Context: an optimization exercise on an open-source flow, tuned for small area and a short achievable clock period. The choices shown serve that exercise and are no tape-out recipe. Power figures rest on the tool's default switching activity, not on a simulated workload.

==> flow/design.v <==
module pulse_gen(
    input           rst_n,
    input  [7:0]    trig_level,
    input           ad_clk,
    input  [7:0]    ad_data,
    output          ad_pulse,
    output          rise         
);
parameter THR_DATA = 3;
reg          pulse;
reg          pulse_delay;    
reg          ad_pulse_d;     
assign ad_pulse = pulse & pulse_delay;
assign rise     = ad_pulse & ~ad_pulse_d;
wire [8:0] bw; wire [7:0] dd; assign bw[0]=1'b0; genvar i; generate for(i=0;i<8;i=i+1) begin: g assign dd[i] = ad_data[i]^trig_level[i]^bw[i]; assign bw[i+1] = (~ad_data[i] & trig_level[i]) | (~ad_data[i] & bw[i]) | (trig_level[i] & bw[i]); end endgenerate wire go_low = bw[8] & ~(&dd[7:2] & |dd[1:0]);
wire go_high = ~bw[8] & |dd[7:2];
always @ (posedge ad_clk or negedge rst_n)begin
    if(!rst_n)
        pulse <= 1'b0;
    else if(go_low)
        pulse <= 1'b0;
    else if(go_high)
        pulse <= 1'b1;
end
always @ (posedge ad_clk) begin
    pulse_delay <= pulse;
    ad_pulse_d  <= ad_pulse;
end
endmodule
module cymometer
   #(parameter    CLK_FS = 26'd50_000_000)
    (
        input                 clk_fs ,
        input                 rst_n  ,
        input                 fx_en  ,      
        output   reg [19:0]   data_fx
);
localparam   MAX       = 30;
localparam   GATE_TIME = 2000;
localparam   PERIODS   = GATE_TIME + 21;            
localparam   EOFS      = 2048 - PERIODS;             
localparam [63:0] DIVIDEND = CLK_FS * 64'd2000;      
localparam   IOFS      = 64 - 37;                    
reg  [10:0]    ecnt;
wire [11:0]    ecnt_inc = ecnt + fx_en;
wire           start    = fx_en & (ecnt == EOFS + 10);           
wire           stop     = fx_en & (ecnt == EOFS + GATE_TIME + 10);  
always @(posedge clk_fs or negedge rst_n) begin
    if(!rst_n)
        ecnt <= EOFS[10:0];
    else
        ecnt <= ecnt_inc[10:0] | (ecnt_inc[11] ? EOFS[10:0] : 11'd0);
end
reg  [5:0]     icnt;
wire           busy = |icnt;
always @(posedge clk_fs or negedge rst_n) begin
    if(!rst_n)
        icnt <= 6'd0;
    else
        icnt <= (icnt + busy) | (stop ? IOFS[5:0] : 6'd0);
end
genvar i;
reg  [MAX-1:0] fs_cnt;
wire [MAX:0]   fc;
assign fc[0] = ~busy;
generate
    for (i = 0; i < MAX; i = i + 1) begin : g_inc
        assign fc[i+1] = fc[i] & fs_cnt[i];
    end
endgenerate
always @(posedge clk_fs) begin
    if(start)
        fs_cnt <= {MAX{1'b0}};
    else
        fs_cnt <= fs_cnt ^ fc[MAX-1:0];
end
reg  [MAX-1:0] rem_n;
wire           dbit = DIVIDEND[~icnt];
wire [MAX:0]   a_n  = {rem_n, ~dbit};        
wire [MAX:0]   bw;                           
wire [MAX-1:0] s_n;                          
assign bw[0] = 1'b0;
generate
    for (i = 0; i < MAX; i = i + 1) begin : g_sub
        assign s_n[i]   = a_n[i] ^ fs_cnt[i] ^ bw[i];
        assign bw[i+1]  = (a_n[i] & fs_cnt[i]) | (a_n[i] & bw[i]) | (fs_cnt[i] & bw[i]);
    end
endgenerate
wire           qbit = ~(a_n[MAX] & bw[MAX]);   
always @(posedge clk_fs) begin
    if(busy & qbit)
        rem_n <= s_n;
    else
        rem_n <= a_n[MAX-1:0];
end
always @(posedge clk_fs or negedge rst_n) begin
    if(!rst_n)
        data_fx <= 20'd0;
    else if(busy)
        data_fx <= {data_fx[18:0], qbit};
end
endmodule
module vpp_measure(
    input               rst_n,
    input               ad_clk,
    input      [7:0]    ad_data,
    input               rise,        
    output     [7:0]    ad_vpp,
    output reg [7:0]    ad_max,
    output reg [7:0]    ad_min
);
reg         vpp_flag;
reg         vpp_flag_d;
reg [7:0]   ad_data_max;
reg [7:0]   ad_data_min;
wire        vpp_flag_pos = (~vpp_flag_d) & vpp_flag;
wire        vpp_flag_neg = vpp_flag_d & (~vpp_flag);
always @(posedge ad_clk or negedge rst_n) begin
    if(!rst_n) begin
        vpp_flag   <= 1'b0;
        vpp_flag_d <= 1'b0;
    end
    else begin
        vpp_flag   <= vpp_flag ^ rise;
        vpp_flag_d <= vpp_flag;
    end
end
wire [8:0] cg, cl;
assign cg[0] = 1'b0;
assign cl[0] = 1'b0;
genvar i;
generate
    for (i = 0; i < 8; i = i + 1) begin : g_cmp
        assign cg[i+1] = (ad_data[i] & ~ad_data_max[i]) | (ad_data[i] & cg[i]) | (~ad_data_max[i] & cg[i]);
        assign cl[i+1] = (~ad_data[i] & ad_data_min[i]) | (~ad_data[i] & cl[i]) | (ad_data_min[i] & cl[i]);
    end
endgenerate
always @(posedge ad_clk) begin
    if(vpp_flag_pos || cg[8])
        ad_data_max <= ad_data;
    if(vpp_flag_pos || cl[8])
        ad_data_min <= ad_data;
end
always @(posedge ad_clk or negedge rst_n) begin
    if(!rst_n) begin
        ad_max <= 8'd0;
        ad_min <= 8'd0;
    end
    else if(vpp_flag_neg) begin
        ad_max <= ad_data_max;
        ad_min <= ad_data_min;
    end
end
wire [8:0] vb;
assign vb[0] = 1'b0;
generate
    for (i = 0; i < 8; i = i + 1) begin : g_sub
        assign ad_vpp[i] = ad_max[i] ^ ad_min[i] ^ vb[i];
        assign vb[i+1]   = (~ad_max[i] & ad_min[i]) | (~ad_max[i] & vb[i]) | (ad_min[i] & vb[i]);
    end
endgenerate
endmodule
module param_measure(
    input               clk ,
    input               rst_n  ,
    input      [7:0]    trig_level,
    input      [7:0]    ad_data,
    output              ad_pulse,
    output     [19:0]   ad_freq,
    output     [7:0]    ad_vpp,
    output     [7:0]    ad_max,
    output     [7:0]    ad_min
);
parameter CLK_FS = 26'd50_000_000;
wire rise;
pulse_gen u_pulse_gen(
    .rst_n          (rst_n),
    .trig_level     (trig_level),
    .ad_clk         (clk),
    .ad_data        (ad_data),
    .ad_pulse       (ad_pulse),
    .rise           (rise)
    );
cymometer #(
    .CLK_FS         (CLK_FS)
) u_cymometer(
    .clk_fs         (clk),
    .rst_n          (rst_n),
    .fx_en          (rise),
    .data_fx        (ad_freq)
    );
vpp_measure u_vpp_measure(
    .rst_n          (rst_n),
    .ad_clk         (clk),
    .ad_data        (ad_data),
    .rise           (rise),
    .ad_vpp         (ad_vpp),
    .ad_max         (ad_max),
    .ad_min         (ad_min)
    );
endmodule
export LEC_CHECK = 0
export CAP_MARGIN = 20
export CORE_MARGIN = 2
export CORE_UTILIZATION = 40
export CTS_BUF_LIST = sky130_fd_sc_hd__clkbuf_8
export SLEW_MARGIN = 20
create_clock -name core_clock -period 250.0 [get_ports {clk}]
standard.sh (not shown) runs the stock make flow with config.mk's settings and CLKGATE_MAP_FILE= SYNTH_SCRIPT=/design/flow/synth_recipe.tcl, a recipe that flattens the netlist after the stock synthesis.
==> flow/flow/run.sh <==
#!/bin/bash
# Own layout flow: the standard synthesis and layout, with
#  - every port buffered with buf_1 instead of the default (larger, slower) cell,
#  - the cells that ABC sized up swapped back to their smallest variant after floorplan
#    (repair_design then sizes up only where slew or load need it).
# Each tool's full output goes to a log of its own in this folder (and ORFS's own logs
# under orfs/logs).
set -euo pipefail
W=$PWD
bash standard.sh synth > "$W/log_synth.txt" 2>&1
bash standard.sh \
  "BUFFER_PORTS_ARGS=-buffer_cell sky130_fd_sc_hd__buf_1" \
  "POST_FLOORPLAN_TCL=$W/flow/downsize.tcl" \
  finish > "$W/log_layout.txt" 2>&1
==> flow/flow/downsize.tcl <==
# Swap every cell for the smallest cell of the same function (same name up to the
# drive-strength suffix), ABC having sized cells for a much faster clock than the
# design needs. repair_design later restores drive where slew or load need it.
set db [ord::get_db]
set ::dont_use {}
if {[info exists ::env(DONT_USE_CELLS)]} { set ::dont_use $::env(DONT_USE_CELLS) }
proc is_dont_use {name} {
  foreach pat $::dont_use { if {[string match $pat $name]} { return 1 } }
  return 0
}
array set best {}
foreach lib [$db getLibs] {
  foreach m [$lib getMasters] {
    set n [$m getName]
    if {![regexp {^(sky130_fd_sc_hd__[a-z0-9]+)_([0-9]+)$} $n -> base drive]} { continue }
    if {[is_dont_use $n]} { continue }
    set area [expr {[$m getWidth] * [$m getHeight]}]
    if {![info exists best($base)]} { set best($base) [list $m $area $drive]; continue }
    lassign $best($base) bm ba bd
    if {$area < $ba || ($area == $ba && $drive > $bd)} { set best($base) [list $m $area $drive] }
  }
}
set swapped 0
foreach inst [[ord::get_db_block] getInsts] {
  set m [$inst getMaster]
  set n [$m getName]
  if {![regexp {^(sky130_fd_sc_hd__[a-z0-9]+)_([0-9]+)$} $n -> base drive]} { continue }
  if {![info exists best($base)]} { continue }
  set bm [lindex $best($base) 0]
  if {$bm ne $m && [$bm getName] ne $n} {
    if {[$inst swapMaster $bm]} { incr swapped }
  }
}
puts "downsize: swapped $swapped cells to their smallest variant"
Next try:
Settings changed: CTS_BUF_LIST sky130_fd_sc_hd__clkbuf_8 to sky130_fd_sc_hd__clkbuf_4 sky130_fd_sc_hd__clkbuf_8 sky130_fd_sc_hd__clkbuf_16.
Effect: The new run finished with timing, DRC and antenna clean. Die area does not change. Via count went up slightly. Clock power went up by well over a third. Core utilization went up by 1.3 points. Non-clock buffer count does not change. Total power went up by roughly a tenth. Routed wire length went up slightly. First-iteration DRC count went down by about a fifth. Design area went up by a few percent. Cell count is unchanged. Register-to-register slack is better by 0.03 ns.
Next try:
--- a/flow/flow/run.sh
+++ b/flow/flow/run.sh
@@ -3,5 +3,6 @@
 #  - every port buffered with buf_1 instead of the default (larger, slower) cell,
 #  - the cells that ABC sized up swapped back to their smallest variant after floorplan
-#    (repair_design then sizes up only where slew or load need it).
+#    (repair_design then sizes up only where slew or load need it),
+#  - a clock tree of larger sink clusters and no dummy loads.
 # Each tool's full output goes to a log of its own in this folder (and ORFS's own logs
 # under orfs/logs).
@@ -12,3 +13,4 @@
   "BUFFER_PORTS_ARGS=-buffer_cell sky130_fd_sc_hd__buf_1" \
   "POST_FLOORPLAN_TCL=$W/flow/downsize.tcl" \
+  "CTS_ARGS=-sink_clustering_enable -repair_clock_nets -sink_clustering_size 40 -sink_clustering_max_diameter 120 -buf_list sky130_fd_sc_hd__clkbuf_8 -dont_use_dummy_load" \
   finish > "$W/log_layout.txt" 2>&1
Settings changed: CORE_UTILIZATION 40 to 65, CTS_BUF_LIST sky130_fd_sc_hd__clkbuf_4 sky130_fd_sc_hd__clkbuf_8 sky130_fd_sc_hd__clkbuf_16 to unset.
=> The new run completed with no timing, DRC or antenna violations; hold slack is better by 0.012 ns; design area went down by about 6%; via count shrinks by about 1.8%; core utilization is higher by 26 points; routed wire length decreases by 3.3%; sequential power hardly moves; total power fell by about 16%; synthesized cell count stays the same; clock-buffer cell count decreases by 3.
Function was not checked in any run of this note: the RTL went through the layout flow alone.

## port drivers added, routing unchanged
The results above use ideal ports. As a check the final layouts listed here were re-extracted and re-timed, cells and wires unchanged. Step 1: set_driving_cell puts a clkbuf_16 on clk and a buf_2 on each other input, an assumption about the parent block. Step 2 moves the port delays by t, midway between the first and last clock arrival at a register: inputs arrive t later, outputs are due t later. That takes back most of the time a late clock gives input paths. Three values: ideal ports, drivers, drivers and shift; two values: the first two.
run	t (ns)	slack for setup (ns)	worst setup path after step 2	worst data-port slew with drivers (ns)
the first run	0.463	196.243 / 196.208 / 196.588	input to register	0.03
the second run	0.448	196.271 / 196.233 / 196.586	input to register	0.03
the third run	0.433	196.265 / 196.234 / 196.577	input to register	0.03
After both steps every run listed still meets setup and hold.
